Source: an optimization exercise on an open RTL-to-GDS flow (aim: small area, a short achievable clock period and few clock cycles). Production flows keep margins and buffers that such runs may drop. Power and IR drop assume default switching activity.

job 101:
==> flow/design.v (excerpt) <==
module CHIP (
    clk, rst_n,
    mem_read_D, mem_write_D, mem_addr_D, mem_wdata_D, mem_rdata_D, mem_ready_D,
    mem_read_I, mem_write_I, mem_addr_I, mem_wdata_I, mem_rdata_I, mem_ready_I,
    DCACHE_addr, DCACHE_wdata, DCACHE_wen
);
    input          clk, rst_n;
    output         mem_read_D;
    output         mem_write_D;
    output [31:4]  mem_addr_D;
    output [127:0] mem_wdata_D;
    input  [127:0] mem_rdata_D;
    input          mem_ready_D;
    output         mem_read_I;
    output         mem_write_I;
    output [31:4]  mem_addr_I;
    output [127:0] mem_wdata_I;
    input  [127:0] mem_rdata_I;
    input          mem_ready_I;
    output [29:0]  DCACHE_addr;
    output [31:0]  DCACHE_wdata;
    output         DCACHE_wen;
    localparam IIB = 2;               
    localparam IW  = 2;               
    localparam IS  = 1 << IIB;
    localparam ISB = 10;              
    localparam ITW = ISB - IIB;       
    localparam DL  = 4;               
    localparam DSB = 10;              
    localparam DTW = DSB;
    localparam MS_IDLE = 2'd0, MS_REQ = 2'd1, MS_WAIT = 2'd2;
    reg  [29:0] pc;                  
    reg         d_v;                 
    reg         d_pj;                
    reg  [31:0] d_ir;
    reg  [29:0] d_pc1;               
    reg         e_v;                 
    reg  [4:0]  e_sa;                
    reg  [31:0] e_yv;                
    reg         e_sub, e_sra, e_srl, e_bne;
    reg         e_osum, e_olog, e_osh, e_oslt, e_olnk;    
    reg  [1:0]  e_lop;
    reg         e_fw;                
    reg  [29:0] e_alt;               
    reg         e_pt;                
    reg  [29:0] ras;                 
    reg  [31:0] e_a, e_b;
    reg  [4:0]  e_rd;
    reg         e_we, e_ld, e_st, e_br, e_jr;
    reg  [31:0] m_res;               
    reg  [31:0] m_sd;
    reg  [4:0]  m_rd;
    reg         m_we, m_ld, m_st, m_fw;
    reg  [31:0] w_val;               
    reg  [4:0]  w_rd;
    reg         w_we;
    reg  [31:0] rf [1:31];
    reg  [31:1] rv;                  
    wire freeze;                     
    reg  [127:0]   ic_data  [0:IW*IS-1];
    reg  [ITW-1:0] ic_tag   [0:IW*IS-1];
    reg            ic_valid [0:IW*IS-1];
    reg  [3:0]     ic_jr    [0:IW*IS-1];    
  ...
Settings: LEC_CHECK=0, ABC_CLOCK_PERIOD_IN_PS=4000, CAP_MARGIN=20, CORE_MARGIN=2, CORE_UTILIZATION=40, SETUP_SLACK_MARGIN=5.0, SLEW_MARGIN=20; clock period 9.0 ns.
run.sh (not shown) runs the stock make flow with config.mk's settings and CLKGATE_MAP_FILE= SYNTH_SCRIPT=/design/flow/synth_recipe.tcl, a recipe that flattens the netlist after the stock synthesis.
Edits applied to the flow inputs when going from job 101 to job 102:
--- a/flow/design.v
+++ b/flow/design.v
@@ -240,16 +240,15 @@
     wire m_acc = m_ld | m_st;
     wire d_idle = (ds_st == D_IDLE);
     wire d_busy = (ds_st == D_RREQ) | (ds_st == D_RWAIT) | (ds_st == D_WB1) | (ds_st == D_WB2);
     wire d_rdy  = (ds_st == D_RWAIT) & mem_ready_D;
     wire m_rel  = m_ld & ~pl_v & ~(e_v & e_we & (e_rd == m_rd)) &
                   ~(d_v & ((d_use_rs & (d_rs == m_rd)) | (d_use_rt & (d_rt == m_rd)) | (d_we & (d_rd == m_rd))));
     wire d_go   = d_rdy & ~d_st & ~d_pl;                   
-    wire d_isn  = d_rdy | (ds_st == D_WB2);
-    wire d_sblk = m_st & d_busy & (~m_hit | (m_hl == d_vi) | d_isn);
+    wire d_sblk = m_st & d_busy & (~m_hit | (m_hl == d_vi));    
     assign freeze = m_acc & (d_sblk | (~m_hit & ~((m_st | m_rel) & d_idle & m_sh) & ~d_go));
     wire m_pend = m_ld & ~m_hit & ~d_go;                         
     wire [31:0] m_ldv = d_go ? word_of(mem_rdata_D, m_wo) : m_hv;
     function [2:0] lru_touch;
         input [2:0] b;
         input [1:0] l;
         begin
@@ -299,27 +298,25 @@
     wire [31:0] d_mval = m_ld ? m_ldv : m_res;
     wire [31:0] d_fav  = d_fam ? e_res : (d_faw ? d_mval : d_rsv);
     wire [31:0] d_fbv  = d_fbm ? e_res : (d_fbw ? d_mval : d_rtv);
     wire d_red  = d_v & ~d_haz & ((~d_pj & (d_j | d_jal | d_ret)) | d_bpt);
     wire [29:0] d_tgt = d_ret ? ras : (d_br ? d_btgt : d_jtgt);
     integer k;
     always @(posedge clk) begin
-        if (!rst_n) w_we <= 1'b0;
-        else        w_we <= m_we & ~m_pend & ~freeze;
-        w_rd  <= m_rd;
-        w_val <= m_ld ? m_ldv : m_res;
-    end
-    always @(posedge clk) begin
         if (!rst_n) begin
             pc   <= 30'd0;
             d_v  <= 1'b0;
             e_v  <= 1'b0;
             e_we <= 1'b0; e_ld <= 1'b0; e_st <= 1'b0; e_br <= 1'b0; e_jr <= 1'b0; e_fw <= 1'b0;
             m_we <= 1'b0; m_ld <= 1'b0; m_st <= 1'b0; m_fw <= 1'b0;
+            w_we <= 1'b0;
         end else if (!freeze) begin
+            w_we  <= m_we & ~m_pend;
+            w_rd  <= m_rd;
+            w_val <= m_ld ? m_ldv : m_res;
             m_we  <= e_v & e_we;
             m_fw  <= e_v & e_fw;
             m_ld  <= e_v & e_ld;
             m_st  <= e_v & e_st;
             m_rd  <= e_rd;
             m_res <= e_res;
             m_sd  <= e_fb;
@@ -440,39 +437,37 @@
                             ic_jp   [i_addr[IIB-1:0]] <= i_jpm;
                         end
                     end
                 end
             endcase
         end
     end
-    wire         d_inst = (d_rdy & ~d_wb) | ((ds_st == D_WB2) & ~d_fl);
-    wire         d_sthit = m_st & m_hit & ~d_sblk;
-    wire [127:0] dc_wd  = d_inst ? d_new : {4{m_sd}};
-    integer dl, dw;
-    always @(posedge clk) begin
-        for (dl = 0; dl < DL; dl = dl + 1)
-            for (dw = 0; dw < 4; dw = dw + 1)
-                if ((d_inst & (d_vi == dl)) | (d_sthit & (m_hl == dl) & (m_wo == dw)))
-                    dc_data[dl][32*dw +: 32] <= dc_wd[32*dw +: 32];
-    end
     always @(posedge clk) begin
         if (!rst_n) begin
             ds_st <= D_IDLE;
             dm_rd <= 1'b0;
             dm_wr <= 1'b0;
             d_fl   <= 1'b0;
             pl_v   <= 1'b0;
             pl_w   <= 1'b0;
             dc_seg <= {(28-DSB){1'b0}};
             for (k = 0; k < DL; k = k + 1) dc_valid[k] <= 1'b0;
             dc_lru <= 3'd0;
         end else begin
             if (m_acc && m_hit && !d_sblk) begin
                 dc_lru <= lru_touch(dc_lru, m_hl);
-                if (m_st) dc_dirty[m_hl] <= 1'b1;
+                if (m_st) begin
+                    dc_dirty[m_hl] <= 1'b1;
+                    case (m_wo)
+                        2'd0: dc_data[m_hl][31:0]   <= m_sd;
+                        2'd1: dc_data[m_hl][63:32]  <= m_sd;
+                        2'd2: dc_data[m_hl][95:64]  <= m_sd;
+                        default: dc_data[m_hl][127:96] <= m_sd;
+                    endcase
+                end
             end
             if (pl_wr) begin
                 pl_v <= 1'b0;
                 pl_w <= 1'b0;
             end
             if (d_idle && m_ld && !m_hit && m_sh && m_rel && !freeze) begin
                 pl_v  <= 1'b1;
@@ -513,14 +508,15 @@
                 end
                 D_RWAIT: begin
                     if (mem_ready_D) begin
                         if (d_wb) begin
                             ds_st <= D_WB1;
                         end else begin
                             ds_st <= D_IDLE;
+                            dc_data [d_vi] <= d_new;
                             dc_tag  [d_vi] <= dm_addr[DSB-1:0];
                             dc_valid[d_vi] <= 1'b1;
                             dc_dirty[d_vi] <= d_st;
                             dc_lru <= lru_touch(dc_lru, d_vi);
                         end
                     end
                 end
@@ -530,14 +526,15 @@
                     d_wba   <= dm_addr;
                     d_wbuf  <= d_wdat;
                     ds_st   <= D_WB2;
                 end
                 D_WB2: begin
                     dm_wr  <= 1'b0;
                     if (!d_fl) begin
+                        dc_data [d_vi] <= d_new;
                         dc_tag  [d_vi] <= d_wba[DSB-1:0];
                         dc_valid[d_vi] <= 1'b1;
                         dc_dirty[d_vi] <= d_st;
                         dc_lru <= lru_touch(dc_lru, d_vi);
                     end
                     ds_st <= D_WWAIT;
                 end
Both conditions hold for job 102: the flow ran to the end and the final layout passed the timing, DRC and antenna checks.
Compared to job 101, job 102 has y dimension of the die about 0.9% higher.
Job 102 ends up with higher minimum clock period than job 101 does.
Taking job 101 as the reference, in job 102 final critical-path setup slack lost 0.058 ns; share of the cycle needed by the critical path after routing saw an increase; data arrival at the endpoint of the critical path now sits lower; global-route track usage on met3 -0.38 points.
Changes observed in job 102 relative to job 101: final standard cell area without fillers rose 0.0024 sq mm; internal power contribution rose 1.0%.
No functional check of the RTL was part of any run of this note.

lane 2:
CHIP, a different RTL version from the one above (not shown whole).
For scale: about 11000 cells after synthesis, roughly 3400 flip-flops, about 160000 sq um of cells after synthesis.
Settings: LEC_CHECK=0, ABC_CLOCK_PERIOD_IN_PS=4000, CAP_MARGIN=20, CORE_MARGIN=2, CORE_UTILIZATION=40, SETUP_SLACK_MARGIN=5.0, SLEW_MARGIN=20; clock period 9.0 ns.
Lane 2 | stages: all done | timing, DRC, antenna: all pass
Edits applied to the flow inputs when going from lane 2 to lane 1:
--- a/flow/design.v
+++ b/flow/design.v
@@ -24,26 +24,24 @@
     localparam IW  = 2;               
     localparam IS  = 1 << IIB;
     localparam ISB = 10;              
     localparam ITW = ISB - IIB;       
     localparam DL  = 4;               
     localparam DSB = 10;              
     localparam DTW = DSB;
     localparam MS_IDLE = 2'd0, MS_REQ = 2'd1, MS_WAIT = 2'd2;
     reg  [29:0] pc;                  
     reg         d_v;                 
     reg         d_pj;                
     reg  [31:0] d_ir;
-    reg  [3:0]  d_rsh, d_rth;        
-    reg  [7:0]  d_rsl, d_rtl;        
     reg  [29:0] d_pc1;               
     reg         e_v;                 
     reg  [4:0]  e_sa;                
     reg  [31:0] e_yv;                
     reg         e_sub, e_sra, e_srl, e_bne;
     reg         e_osum, e_olog, e_osh, e_oslt, e_olnk;    
     reg  [1:0]  e_lop;
     reg         e_fw;                
     reg  [29:0] e_alt;               
     reg         e_pt;                
     reg  [29:0] ras;                 
     reg  [31:0] e_a, e_b;
@@ -142,26 +140,26 @@
     wire d_use_rt = d_rtype | d_br | d_sw;
     wire [4:0] d_rd  = d_jal ? 5'd31 : (d_rtype ? d_rdf : d_rt);
     wire       d_we  = (d_rtalu | d_jalr | d_jal | d_imm | d_lw) & (d_rd != 5'd0);
     wire [29:0] d_btgt = d_pc1 + {{14{d_ir[15]}}, d_ir[15:0]};
     wire [29:0] d_jtgt = {d_pc1[29:26], d_ir[25:0]};
     wire        d_bpt  = d_br & d_ir[15];                      
     reg  [31:0] d_rfs, d_rft;
     integer r;
     always @(*) begin
         d_rfs = 32'd0;
         d_rft = 32'd0;
         for (r = 1; r < 32; r = r + 1) begin
-            d_rfs = d_rfs | ({32{d_rsh[r / 8] & d_rsl[r % 8] & rv[r]}} & rf[r]);
-            d_rft = d_rft | ({32{d_rth[r / 8] & d_rtl[r % 8] & rv[r]}} & rf[r]);
+            d_rfs = d_rfs | ({32{(d_rs == r) & rv[r]}} & rf[r]);
+            d_rft = d_rft | ({32{(d_rt == r) & rv[r]}} & rf[r]);
         end
     end
     wire d_faww = w_we & (w_rd == d_rs);                 
     wire d_fbww = w_we & (w_rd == d_rt);
     wire [2:0] d_code = d_rtype ? d_fn[2:0] : (d_op[5] ? 3'b000 : d_op[2:0]);
     wire d_sub = (d_code == 3'b010);                           
     wire d_slt = d_sub & (~d_rtype | d_fn[3]);
     wire d_shf = d_rtype & ~d_fn[5];
     wire d_ui  = (d_op[5:2] == 4'b0011);                       
     wire d_fam = e_v & e_fw & (e_rd == d_rs);
     wire d_faw = m_we & (m_rd == d_rs);
     wire d_fbm = e_v & e_fw & (e_rd == d_rt);
@@ -359,28 +357,24 @@
             e_oslt <= d_slt;
             e_olog <= d_code[2] & ~d_shf & ~d_jal & ~d_jalr;
             e_osum <= ~d_code[2] & ~d_slt & ~d_shf & ~d_jal & ~d_jalr;
             e_bne <= d_op[0];
             e_alt <= d_ret ? ras : (d_bpt ? d_pc1 : d_btgt);
             e_pt  <= d_bpt | d_ret;
             if (d_v & ~d_haz & ~e_red & (d_jal | d_jalr)) ras <= d_pc1;
             e_a   <= d_fav;
             e_b   <= d_fbv;
             e_rd  <= d_rd;
             if (!d_haz) begin
                 d_ir  <= f_ir;
-                d_rsh <= 4'b0001 << f_ir[25:24];
-                d_rsl <= 8'b00000001 << f_ir[23:21];
-                d_rth <= 4'b0001 << f_ir[20:19];
-                d_rtl <= 8'b00000001 << f_ir[18:16];
                 d_pc1 <= f_pc1;
                 d_pj  <= f_isj | f_isr;
             end
             if (e_red) begin
                 pc  <= e_tgt;
                 d_v <= 1'b0;
             end else if (d_haz) begin
             end else if (d_red) begin
                 pc  <= d_tgt;
                 d_v <= 1'b0;
             end else begin
                 d_v <= f_ok;
--- outcome ---
- e_yv[24] as the capturing element of the worst setup path was reported by lane 1, and e_yv[15] by lane 2.
- Post-synthesis share of cell area spent on full adders, half adders and majority gates across lane 1 and lane 2: no real change.
- Lane 1 ran to completion and came out clean on the timing, DRC and antenna checks.
- Lane 1 against lane 2: total setup violations reported at the end of the flow held steady; net switching power fell by 0.00010 W; area added between synthesis and finish rose 0.26 points; cell count picked up an extra 0.47%; post-cts sizing count saw an increase.
No run of this note included a check of the RTL's function; only the layout flow was run.

RTL: one of the versions met above, not the one the previous note started from.
For scale: ~11,000 cells after synthesis, about 3,400 flip-flops, about 0.16 mm² of cells after synthesis.
Settings: LEC_CHECK=0, ABC_CLOCK_PERIOD_IN_PS=4000, CAP_MARGIN=20, CORE_MARGIN=2, CORE_UTILIZATION=45, SETUP_SLACK_MARGIN=5.0, SLEW_MARGIN=20; clock period 9.0 ns.
Then changed:
--- a/flow/design.v
+++ b/flow/design.v
@@ -150,14 +150,14 @@
         d_rft = 32'd0;
         for (r = 1; r < 32; r = r + 1) begin
             d_rfs = d_rfs | ({32{(d_rs == r) & rv[r]}} & rf[r]);
             d_rft = d_rft | ({32{(d_rt == r) & rv[r]}} & rf[r]);
         end
     end
-    wire d_faww = w_we & (w_rd == d_rs);                 
-    wire d_fbww = w_we & (w_rd == d_rt);
+    wire [31:0] d_rsv = (w_we & (w_rd == d_rs) & (d_rs != 5'd0)) ? w_val : d_rfs;
+    wire [31:0] d_rtv = (w_we & (w_rd == d_rt) & (d_rt != 5'd0)) ? w_val : d_rft;
     wire [2:0] d_code = d_rtype ? d_fn[2:0] : (d_op[5] ? 3'b000 : d_op[2:0]);
     wire d_sub = (d_code == 3'b010);                           
     wire d_slt = d_sub & (~d_rtype | d_fn[3]);
     wire d_shf = d_rtype & ~d_fn[5];
     wire d_ui  = (d_op[5:2] == 4'b0011);                       
     wire d_fam = e_v & e_fw & (e_rd == d_rs);
@@ -294,24 +294,14 @@
     assign DCACHE_wdata = m_sd;
     assign mem_read_I  = i_req;
     assign mem_write_I = 1'b0;
     assign mem_addr_I  = i_addr;
     assign mem_wdata_I = 128'd0;
     wire [31:0] d_mval = m_ld ? m_ldv : m_res;
-    wire d_sae = d_fam;
-    wire d_sam = d_faw & ~d_fam;
-    wire d_saw = d_faww & ~d_fam & ~d_faw;
-    wire d_sar = ~d_fam & ~d_faw & ~d_faww;
-    wire d_sbe = d_fbm;
-    wire d_sbm = d_fbw & ~d_fbm;
-    wire d_sbw = d_fbww & ~d_fbm & ~d_fbw;
-    wire d_sbr = ~d_fbm & ~d_fbw & ~d_fbww;
-    wire [31:0] d_fav = ({32{d_sae}} & e_res) | ({32{d_sam}} & d_mval) | ({32{d_saw}} & w_val) | ({32{d_sar}} & d_rfs);
-    wire [31:0] d_fbv = ({32{d_sbe}} & e_res) | ({32{d_sbm}} & d_mval) | ({32{d_sbw}} & w_val) | ({32{d_sbr}} & d_rft);
-    wire [31:0] d_yv  = ({32{d_ryv & d_sbe}} & e_res) | ({32{d_ryv & d_sbm}} & d_mval) | ({32{d_ryv & d_sbw}} & w_val) |
-                        ({32{d_ryv & d_sbr}} & d_rft) | ({32{~d_ryv}} & d_iml);
+    wire [31:0] d_fav  = d_fam ? e_res : (d_faw ? d_mval : d_rsv);
+    wire [31:0] d_fbv  = d_fbm ? e_res : (d_fbw ? d_mval : d_rtv);
     wire d_red  = d_v & ~d_haz & ((~d_pj & (d_j | d_jal | d_ret)) | d_bpt);
     wire [29:0] d_tgt = d_ret ? ras : (d_br ? d_btgt : d_jtgt);
     integer k;
     always @(posedge clk) begin
         if (!rst_n) w_we <= 1'b0;
         else        w_we <= m_we & ~m_pend & ~freeze;
@@ -344,13 +334,13 @@
                 e_st <= d_sw;
                 e_br <= d_br;
                 e_jr <= d_jr;
                 e_fw <= d_we & ~d_lw;
             end
             e_sa  <= d_ir[10:6];
-            e_yv  <= d_yv;
+            e_yv  <= d_ryv ? d_fbv : d_iml;
             e_sub <= d_sub;
             e_sra <= d_fn[0];
             e_srl <= d_fn[1];
             e_lop <= d_code[1:0];
             e_olnk <= d_jal | d_jalr;
             e_osh  <= d_shf & ~d_jalr;
Result: Non-clock buffer count rises by 116. First-iteration DRC count came out higher by roughly a tenth. Worst setup slack is better by 42 ps. Worst hold slack got worse by 5.8 ps. Register-to-register slack gets better by 40 ps. Power climbs by a few percent. Sequential share of layout area went down by 0.63 points. Wire length increases slightly. Core utilization came out higher by 0.63 points. Synthesized cell count barely changes.
No functional check of the RTL was part of any run of this note.

[afterwards: timing with drivers on the ports]
The results above use ideal ports. As a check the final layouts listed here were re-extracted and re-timed, cells and wires unchanged. Step 1 assumes that a clkbuf_16 drives the clock port and a buf_2 every other input. Step 2 also shifts input and output timing later by t, the mid clock arrival at the registers, as if the neighbouring blocks saw the same clock. a / b / c = ideal ports / drivers / drivers and shift; a / b = the first two.
| run | t (ns) | setup WS [ns] | worst data-port slew with drivers (ns) |
|---|---|---|---|
| job 101 | 1.109 | 4.859 / 4.762 / 4.007 | 0.26 |
| job 102 | 1.122 | 4.801 / 4.767 / 3.645 | 0.20 |
| lane 2 | 1.071 | 4.819 / 4.819 / 4.026 | 0.18 |
| lane 1 | 1.085 | 4.777 / 4.777 / 4.104 | 0.22 |
| the first run of note 3 | 1.091 | 4.737 / 4.737 / 4.076 | 0.17 |
| the second run of note 3 | 1.077 | 4.779 / 4.779 / 3.928 | 0.16 |
After both steps every run listed still meets setup and hold. For job 102, which loses most, drivers alone change the setup slack by -0.034 ns; drivers and shift together by -1.156 ns.
